What follows belongs to an exercise in optimizing a design on an open flow for a short achievable clock period and few clock cycles; a production flow would make more cautious choices.
Function was checked by simulation only, so behaviour that the tests miss may differ from the original.

==> inputs of job 5717 <==
// NIOS_II
module NIOS_II(pc_out, inst_in, dmem_addr, dmem_wdata, dmem_we, dmem_re, dmem_rdata, clock, reset);
clock: 17.5 ns
lec_check: 0
abc_clock_period_in_ps: 4000
cap_margin: 20
core_margin: 2
core_utilization: 45
slew_margin: 20
standard.sh (not shown) runs the stock make flow with config.mk's settings and CLKGATE_MAP_FILE= SYNTH_SCRIPT=/design/flow/synth_recipe.tcl, a recipe that flattens the netlist after the stock synthesis.
==> flow/flow/run.sh <==
#!/bin/bash
set -euo pipefail
export SETUP_SLACK_MARGIN=${SETUP_SLACK_MARGIN_OVERRIDE:-12.8}
bash standard.sh finish > standard.log 2>&1
==> job 3475: changes against job 5717 <==
--- a/flow/design.v
+++ b/flow/design.v
@@ -1788,41 +1788,38 @@
 output dmem_we;
 output dmem_re;
 input  [31:0] dmem_rdata;
 input clock;
 input reset;
 localparam [5:0] OP_ORHI = 6'h34, OP_ORI = 6'h14, OP_ADDI = 6'h04, OP_LDW = 6'h17,
                  OP_STW = 6'h15, OP_BLT = 6'h16, OP_BR = 6'h06, OP_RT = 6'h3A;
 reg  [31:0] fpc;                  
-reg  [31:0] npc;                  
 reg  [31:0] ir;                   
 reg         d_v;                  
-reg  [31:0] d_pc4, d_pc8;         
+reg  [31:0] d_pc4;                
 reg         e_v, e_wr, e_add, e_or, e_ldw, e_mul, e_fuse, e_blt, e_br;
 reg  [4:0]  e_rd;
 reg  [31:0] e_a, e_y, e_b;        
 reg  [31:0] e_ma, e_mb, e_fz;     
-reg  [31:0] e_pc4, e_pc8;
+reg  [31:0] e_pc4;
 reg         m_v, m_wr, m_mul;
 reg  [4:0]  m_rd;
 reg  [31:0] m_res;
 reg  [31:0] rf [0:31];
-reg  [31:0] rf_v;                 
 reg  [31:0] r_daddr, r_wdata;
 reg         r_we, r_re;
 assign pc_out     = fpc;
 assign dmem_addr  = r_daddr;
 assign dmem_wdata = r_wdata;
 assign dmem_we    = r_we;
 assign dmem_re    = r_re;
 wire [5:0]  f_op   = inst_in[5:0];
 wire        f_br   = (f_op == OP_BLT) || (f_op == OP_BR);
 wire [31:0] f_tgt  = {{16{inst_in[21]}}, inst_in[21:6]};
-wire [31:0] f_tgt4 = f_tgt + 32'd4;
 wire [5:0]  d_op   = ir[5:0];
 wire [4:0]  d_ra   = ir[31:27];
 wire [4:0]  d_rb   = ir[26:22];
 wire [4:0]  d_rc   = ir[21:17];
 wire [15:0] d_imm  = ir[21:6];
 wire        d_rt   = d_op == OP_RT;
 wire        d_radd = d_rt && ir[16:11] == 6'h31 && ir[10:6] == 5'd0;
 wire        d_rmul = d_rt && ir[16:11] == 6'h27 && ir[10:6] == 5'd0;
@@ -1833,157 +1830,102 @@
 wire        d_stw  = d_op == OP_STW;
 wire        d_blt  = d_op == OP_BLT;
 wire        d_brq  = d_op == OP_BR;
 wire        d_usea = d_orhi | d_ori | d_addi | d_ldw | d_stw | d_blt | d_brq | d_radd | d_rmul;
 wire        d_useb = d_stw | d_blt | d_brq | d_radd | d_rmul;
 wire        d_wr   = d_orhi | d_ori | d_addi | d_ldw | d_rt;
 wire [4:0]  d_rd   = d_rt ? d_rc : d_rb;
 wire [31:0] d_simm = {{16{d_imm[15]}}, d_imm};
-reg  ma_e, mb_e;                  
-reg  mha_alu, mha_mul, mhb_alu, mhb_mul;    
-reg  [31:0] sel_a, sel_b;         
-reg  [31:0] rs_a, rs_b;           
-reg  e_w;                         
-wire eh_a = e_w && ma_e;
-wire eh_b = e_w && mb_e;
+wire eh_a = e_v && e_wr && e_rd == d_ra && d_usea;
+wire eh_b = e_v && e_wr && e_rd == d_rb && d_useb;
+wire mh_a = m_v && m_wr && m_rd == d_ra;
+wire mh_b = m_v && m_wr && m_rd == d_rb;
 wire fuse_a = e_mul && eh_a && !eh_b && (d_radd || d_addi);
 wire fuse_b = e_mul && eh_b && !eh_a && d_radd;
 wire d_fuse = fuse_a || fuse_b;
 wire stall_e = (eh_a || eh_b) && (e_mul || e_fuse) && !d_fuse;
-wire stall_ag = (d_ldw || d_stw) && (eh_a || mha_mul);
+wire stall_ag = (d_ldw || d_stw) && (eh_a || (mh_a && m_mul));
 wire stall = d_v && (stall_e || stall_ag);
 wire [31:0] e_res;                
 wire [31:0] m_final;              
 wire [31:0] mul_p, mul_pf;
-reg  [31:0] rf_a, rf_b;
-integer k;
-always @(*) begin
-  rf_a = 32'h0;
-  rf_b = 32'h0;
-  for (k = 0; k < 32; k = k + 1) begin
-    rf_a = rf_a | (rf[k] & {32{rs_a[k]}});
-    rf_b = rf_b | (rf[k] & {32{rs_b[k]}});
-  end
-end
-wire [31:0] ag_a = (m_res & {32{mha_alu}}) | rf_a;     
-wire [31:0] m_a  = ag_a | (mul_p & {32{mha_mul}});
-wire [31:0] m_b  = (m_res & {32{mhb_alu}}) | (mul_p & {32{mhb_mul}}) | rf_b;
+wire [31:0] rf_a = rf[d_ra];
+wire [31:0] rf_b = rf[d_rb];
+wire [31:0] m_a  = mh_a ? m_final : rf_a;
+wire [31:0] m_b  = mh_b ? m_final : rf_b;
 wire [31:0] v_a  = eh_a ? e_res : m_a;
 wire [31:0] v_b  = eh_b ? e_res : m_b;
+wire [31:0] ag_a = mh_a ? m_res : rf_a;           
 wire [31:0] d_addr = ag_a + d_simm;
-reg         y_imm;                
-wire [31:0] d_immv = d_addi ? d_simm : d_orhi ? {d_imm, 16'h0} : {16'h0, d_imm};
-wire [31:0] d_y = y_imm ? d_immv : v_b;
-wire [5:0]  f_opc  = inst_in[5:0];
-wire        f_rt   = f_opc == OP_RT;
-wire        f_usea = f_opc == OP_ORHI || f_opc == OP_ORI || f_opc == OP_ADDI || f_opc == OP_LDW ||
-                     f_opc == OP_STW || f_opc == OP_BLT || f_opc == OP_BR ||
-                     (f_rt && inst_in[10:6] == 5'd0 && (inst_in[16:11] == 6'h31 || inst_in[16:11] == 6'h27));
-wire        f_useb = f_opc == OP_STW || f_opc == OP_BLT || f_opc == OP_BR ||
-                     (f_rt && inst_in[10:6] == 5'd0 && (inst_in[16:11] == 6'h31 || inst_in[16:11] == 6'h27));
-wire        nm_a   = stall ? ma_e : inst_in[31:27] == e_rd;    
-wire        nm_b   = stall ? mb_e : inst_in[26:22] == e_rd;
-wire        nmh_a  = e_w && nm_a;
-wire        nmh_b  = e_w && nm_b;
+wire [31:0] d_y = d_addi ? d_simm :
+                  d_orhi ? {d_imm, 16'h0} :
+                  d_ori  ? {16'h0, d_imm} : v_b;
 wire [31:0] e_sum  = e_a + e_y;
 wire        e_lt   = e_a < e_b;
-wire [31:0] e_zx   = (e_a ^ e_b) ^ {(e_a[30:0] | e_b[30:0]), 1'b0};
-wire        e_take = e_blt ? e_lt : (e_zx == 32'h0);
+wire        e_take = e_blt ? e_lt : (e_sum == 32'h0);
 wire        misp   = e_v && (e_blt || e_br) && !e_take;
 wire [31:0] e_alu  = e_add ? e_sum : e_or ? (e_a | e_y) : 32'h0;
 assign e_res = e_ldw ? dmem_rdata : e_alu;
 mul_pipe u_mul(.clock(clock), .a(e_ma), .b(e_mb), .z(e_fz), .p(mul_p), .pf(mul_pf));
 assign m_final = m_mul ? mul_p : m_res;
 wire d_go = d_v && !stall && !misp;
-wire [31:0] e_yz  = (e_a ^ e_y) ^ {(e_a[30:0] | e_y[30:0]), 1'b0};
-wire        early = d_v && d_blt && eh_b && !eh_a && e_add && !e_fuse &&
-                    !mha_mul && (ag_a == 32'h0) && (e_yz == 32'h0);
 always @(posedge clock or posedge reset) begin
   if (reset) begin
     fpc  <= 32'h0;
-    npc  <= 32'h4;
     d_v  <= 1'b0;
     e_v  <= 1'b0;
-    e_w  <= 1'b0;
     m_v  <= 1'b0;
     r_we <= 1'b0;
     r_re <= 1'b0;
   end else begin
-    if (misp) begin
+    if (misp)
       fpc <= e_pc4;
-      npc <= e_pc8;
-    end else if (early) begin
-      fpc <= d_pc4;
-      npc <= d_pc8;
-    end else if (!stall) begin
-      fpc <= f_br ? f_tgt : npc;
-      npc <= f_br ? f_tgt4 : npc + 32'd4;
-    end
-    if (misp || early)
+    else if (!stall)
+      fpc <= f_br ? f_tgt : fpc + 32'd4;
+    if (misp)
       d_v <= 1'b0;
     else if (!stall)
       d_v <= 1'b1;
     e_v  <= d_go;
-    e_w  <= d_go && d_wr;
     r_we <= d_go && d_stw;
     r_re <= d_go && d_ldw;
-    m_v  <= e_v && e_wr;    
+    m_v  <= e_v && e_wr;
   end
 end
 always @(posedge clock) begin
-  if (!stall) begin
+  if (!stall && !misp) begin
     ir    <= inst_in;
-    d_pc4 <= npc;
-    d_pc8 <= npc + 32'd4;
-    sel_a <= 32'h1 << inst_in[31:27];
-    sel_b <= 32'h1 << inst_in[26:22];
-    rs_a  <= (32'h1 << inst_in[31:27]) & rfv_next & {32{!nmh_a}};
-    rs_b  <= (32'h1 << inst_in[26:22]) & rfv_next & {32{!nmh_b}};
-    ma_e  <= inst_in[31:27] == d_rd && f_usea;
-    mb_e  <= inst_in[26:22] == d_rd && f_useb;
-    y_imm <= f_opc == OP_ADDI || f_opc == OP_ORHI || f_opc == OP_ORI;
-  end else begin
-    rs_a  <= sel_a & rfv_next & {32{!nmh_a}};
-    rs_b  <= sel_b & rfv_next & {32{!nmh_b}};
-    ma_e  <= d_ra == d_rd && d_usea;
-    mb_e  <= d_rb == d_rd && d_useb;
+    d_pc4 <= fpc + 32'd4;
   end
-  mha_alu <= nmh_a && !e_mul;
-  mha_mul <= nmh_a && e_mul;
-  mhb_alu <= nmh_b && !e_mul;
-  mhb_mul <= nmh_b && e_mul;
   e_wr   <= d_wr;
   e_rd   <= d_rd;
   e_add  <= d_radd | d_addi;
   e_or   <= d_orhi | d_ori;
   e_ldw  <= d_ldw;
   e_mul  <= d_rmul;
   e_fuse <= d_fuse;
-  e_blt  <= d_blt && !early;
+  e_blt  <= d_blt;
   e_br   <= d_brq;
   e_a    <= v_a;
   e_y    <= d_y;
-  e_b    <= (d_blt || d_brq) ? v_b : 32'h0;
-  e_ma   <= d_rmul ? v_a : 32'h0;
-  e_mb   <= d_rmul ? v_b : 32'h0;
+  e_b    <= v_b;
+  e_ma   <= v_a;
+  e_mb   <= v_b;
   e_fz   <= fuse_a ? (d_addi ? d_simm : v_b) : v_a;
   e_pc4  <= d_pc4;
-  e_pc8  <= d_pc8;
   r_daddr <= d_addr;
   r_wdata <= v_b;
   m_wr   <= e_wr;
   m_rd   <= e_rd;
   m_mul  <= e_mul;
   m_res  <= e_fuse ? mul_pf : e_res;
 end
-wire [31:0] rfv_next = rf_v | ({31'h0, m_v} << m_rd);
+integer i;
 always @(posedge clock or posedge reset) begin
-  if (reset)
-    rf_v <= 32'h0;
-  else if (m_v)
-    rf_v[m_rd] <= 1'b1;
-end
-always @(posedge clock) begin
-  if (m_v)
+  if (reset) begin
+    for (i = 0; i < 32; i = i + 1)
+      rf[i] <= 32'h0;
+  end else if (m_v && m_wr) begin
     rf[m_rd] <= m_final;
+  end
 end
 endmodule
==> flow/run.sh (new file) <==
#!/bin/bash
# synth_recipe.tcl (not shown) runs the flow's synth.tcl, then flattens the netlist and writes it again
# the make line also repeats each setting of config.mk as NAME=value (left out here)
make -C /OpenROAD-flow-scripts/flow DESIGN_CONFIG=/design/flow/config.mk WORK_HOME=/design/flow/orfs CLKGATE_MAP_FILE= SYNTH_SCRIPT=/design/flow/synth_recipe.tcl finish
CORE_UTILIZATION = 35   (was 45)
SETUP_SLACK_MARGIN = 5   (was unset)
removed: flow/flow/run.sh
removed: flow/standard.sh
==> job 2904: changes against job 5717 <==
--- a/flow/design.v
+++ b/flow/design.v
@@ -1788,41 +1788,39 @@
 output dmem_we;
 output dmem_re;
 input  [31:0] dmem_rdata;
 input clock;
 input reset;
 localparam [5:0] OP_ORHI = 6'h34, OP_ORI = 6'h14, OP_ADDI = 6'h04, OP_LDW = 6'h17,
                  OP_STW = 6'h15, OP_BLT = 6'h16, OP_BR = 6'h06, OP_RT = 6'h3A;
 reg  [31:0] fpc;                  
-reg  [31:0] npc;                  
 reg  [31:0] ir;                   
 reg         d_v;                  
-reg  [31:0] d_pc4, d_pc8;         
+reg  [31:0] d_pc4;                
 reg         e_v, e_wr, e_add, e_or, e_ldw, e_mul, e_fuse, e_blt, e_br;
 reg  [4:0]  e_rd;
 reg  [31:0] e_a, e_y, e_b;        
 reg  [31:0] e_ma, e_mb, e_fz;     
-reg  [31:0] e_pc4, e_pc8;
+reg  [31:0] e_pc4;
 reg         m_v, m_wr, m_mul;
 reg  [4:0]  m_rd;
 reg  [31:0] m_res;
 reg  [31:0] rf [0:31];
 reg  [31:0] rf_v;                 
 reg  [31:0] r_daddr, r_wdata;
 reg         r_we, r_re;
 assign pc_out     = fpc;
 assign dmem_addr  = r_daddr;
 assign dmem_wdata = r_wdata;
 assign dmem_we    = r_we;
 assign dmem_re    = r_re;
 wire [5:0]  f_op   = inst_in[5:0];
 wire        f_br   = (f_op == OP_BLT) || (f_op == OP_BR);
 wire [31:0] f_tgt  = {{16{inst_in[21]}}, inst_in[21:6]};
-wire [31:0] f_tgt4 = f_tgt + 32'd4;
 wire [5:0]  d_op   = ir[5:0];
 wire [4:0]  d_ra   = ir[31:27];
 wire [4:0]  d_rb   = ir[26:22];
 wire [4:0]  d_rc   = ir[21:17];
 wire [15:0] d_imm  = ir[21:6];
 wire        d_rt   = d_op == OP_RT;
 wire        d_radd = d_rt && ir[16:11] == 6'h31 && ir[10:6] == 5'd0;
 wire        d_rmul = d_rt && ir[16:11] == 6'h27 && ir[10:6] == 5'd0;
@@ -1889,56 +1887,45 @@
 wire [31:0] e_zx   = (e_a ^ e_b) ^ {(e_a[30:0] | e_b[30:0]), 1'b0};
 wire        e_take = e_blt ? e_lt : (e_zx == 32'h0);
 wire        misp   = e_v && (e_blt || e_br) && !e_take;
 wire [31:0] e_alu  = e_add ? e_sum : e_or ? (e_a | e_y) : 32'h0;
 assign e_res = e_ldw ? dmem_rdata : e_alu;
 mul_pipe u_mul(.clock(clock), .a(e_ma), .b(e_mb), .z(e_fz), .p(mul_p), .pf(mul_pf));
 assign m_final = m_mul ? mul_p : m_res;
 wire d_go = d_v && !stall && !misp;
-wire [31:0] e_yz  = (e_a ^ e_y) ^ {(e_a[30:0] | e_y[30:0]), 1'b0};
-wire        early = d_v && d_blt && eh_b && !eh_a && e_add && !e_fuse &&
-                    !mha_mul && (ag_a == 32'h0) && (e_yz == 32'h0);
 always @(posedge clock or posedge reset) begin
   if (reset) begin
     fpc  <= 32'h0;
-    npc  <= 32'h4;
     d_v  <= 1'b0;
     e_v  <= 1'b0;
     e_w  <= 1'b0;
     m_v  <= 1'b0;
     r_we <= 1'b0;
     r_re <= 1'b0;
   end else begin
-    if (misp) begin
+    if (misp)
       fpc <= e_pc4;
-      npc <= e_pc8;
-    end else if (early) begin
-      fpc <= d_pc4;
-      npc <= d_pc8;
-    end else if (!stall) begin
-      fpc <= f_br ? f_tgt : npc;
-      npc <= f_br ? f_tgt4 : npc + 32'd4;
-    end
-    if (misp || early)
+    else if (!stall)
+      fpc <= f_br ? f_tgt : fpc + 32'd4;
+    if (misp)
       d_v <= 1'b0;
     else if (!stall)
       d_v <= 1'b1;
     e_v  <= d_go;
     e_w  <= d_go && d_wr;
     r_we <= d_go && d_stw;
     r_re <= d_go && d_ldw;
     m_v  <= e_v && e_wr;    
   end
 end
 always @(posedge clock) begin
   if (!stall) begin
     ir    <= inst_in;
-    d_pc4 <= npc;
-    d_pc8 <= npc + 32'd4;
+    d_pc4 <= fpc + 32'd4;
     sel_a <= 32'h1 << inst_in[31:27];
     sel_b <= 32'h1 << inst_in[26:22];
     rs_a  <= (32'h1 << inst_in[31:27]) & rfv_next & {32{!nmh_a}};
     rs_b  <= (32'h1 << inst_in[26:22]) & rfv_next & {32{!nmh_b}};
     ma_e  <= inst_in[31:27] == d_rd && f_usea;
     mb_e  <= inst_in[26:22] == d_rd && f_useb;
     y_imm <= f_opc == OP_ADDI || f_opc == OP_ORHI || f_opc == OP_ORI;
   end else begin
@@ -1953,26 +1940,25 @@
   mhb_mul <= nmh_b && e_mul;
   e_wr   <= d_wr;
   e_rd   <= d_rd;
   e_add  <= d_radd | d_addi;
   e_or   <= d_orhi | d_ori;
   e_ldw  <= d_ldw;
   e_mul  <= d_rmul;
   e_fuse <= d_fuse;
-  e_blt  <= d_blt && !early;
+  e_blt  <= d_blt;
   e_br   <= d_brq;
   e_a    <= v_a;
   e_y    <= d_y;
-  e_b    <= (d_blt || d_brq) ? v_b : 32'h0;
-  e_ma   <= d_rmul ? v_a : 32'h0;
-  e_mb   <= d_rmul ? v_b : 32'h0;
+  e_b    <= v_b;
+  e_ma   <= v_a;
+  e_mb   <= v_b;
   e_fz   <= fuse_a ? (d_addi ? d_simm : v_b) : v_a;
   e_pc4  <= d_pc4;
-  e_pc8  <= d_pc8;
   r_daddr <= d_addr;
   r_wdata <= v_b;
   m_wr   <= e_wr;
   m_rd   <= e_rd;
   m_mul  <= e_mul;
   m_res  <= e_fuse ? mul_pf : e_res;
 end
 wire [31:0] rfv_next = rf_v | ({31'h0, m_v} << m_rd);
CORE_UTILIZATION = 55   (was 45)
PLACE_DENSITY = 0.65   (was unset)
==> notes.md <==
Die ar. -> 251000 um2
Fill cells -> 24100
slowest stage delay, CP -> 0.89 ns
Die Wd -> 501 um
CP arrival -> 8.10 ns
Metal-1 WL -> 154000 um
Max Clock Freq -> 137 MHz
share of layout cells above drive strength 1 -> 0.0774
status -> finished clean
Source of the figures above: job 3475

==> notes.md <==
Die Wd -> 403 um
Max Clock Freq -> 202 MHz
Die ar. -> 162000 um2
share of layout cells above drive strength 1 -> 0.137
Total Routing Usage GR -> 0.492
status -> finished clean
slowest stage delay, CP -> 0.36 ns
CP arrival -> 1.46 ns
Fill cells -> 12200
Source of the figures above: job 2904

==> notes.md <==
status -> finished clean
Fill cells -> 18500
Max Clock Freq -> 199 MHz
CP arrival -> 1.53 ns
slowest stage delay, CP -> 0.45 ns
share of layout cells above drive strength 1 -> 0.124
Source of the figures above: job 5717

Testbench counts of job 5717, summed over its fixed seeds: cycles 49,133.
Testbench counts of job 3475, summed over its fixed seeds: cycles 49,750.
Testbench counts of job 2904, summed over its fixed seeds: cycles 49,750.

## separate check: timing with driven ports
The flow's constraints put no driver on any port. The routed layouts listed below were extracted and timed again, unchanged, in two steps. Step 1 assumes that a clkbuf_16 drives the clock port and a buf_2 every other input. Step 2 moves the port delays by t, midway between the first and last clock arrival at a register: inputs arrive t later, outputs are due t later. That takes back most of the time a late clock gives input paths. Three values: no drivers, after step 1, after step 2; two values: the first two.
run	t (ns)	setup WS [ns]	hold slack, ns	latest minus earliest clock arrival (ns)	worst data-port slew with drivers (ns)
job 5717	0.972	12.474 / 12.395 / 11.888	0.358 / 0.358 / 0.358	0.046 / 0.045	0.11
job 3475	0.952	10.178 / 10.178 / 10.178	0.320 / 0.320 / 0.320	0.105 / 0.105	0.08
job 2904	0.935	12.541 / 12.452 / 11.953	0.339 / 0.339 / 0.339	0.046 / 0.045	0.09
After both steps setup and hold are still met in every run listed. The setup slack of job 2904, which loses most, moves by -0.089 ns with the drivers and by -0.588 ns with both steps.
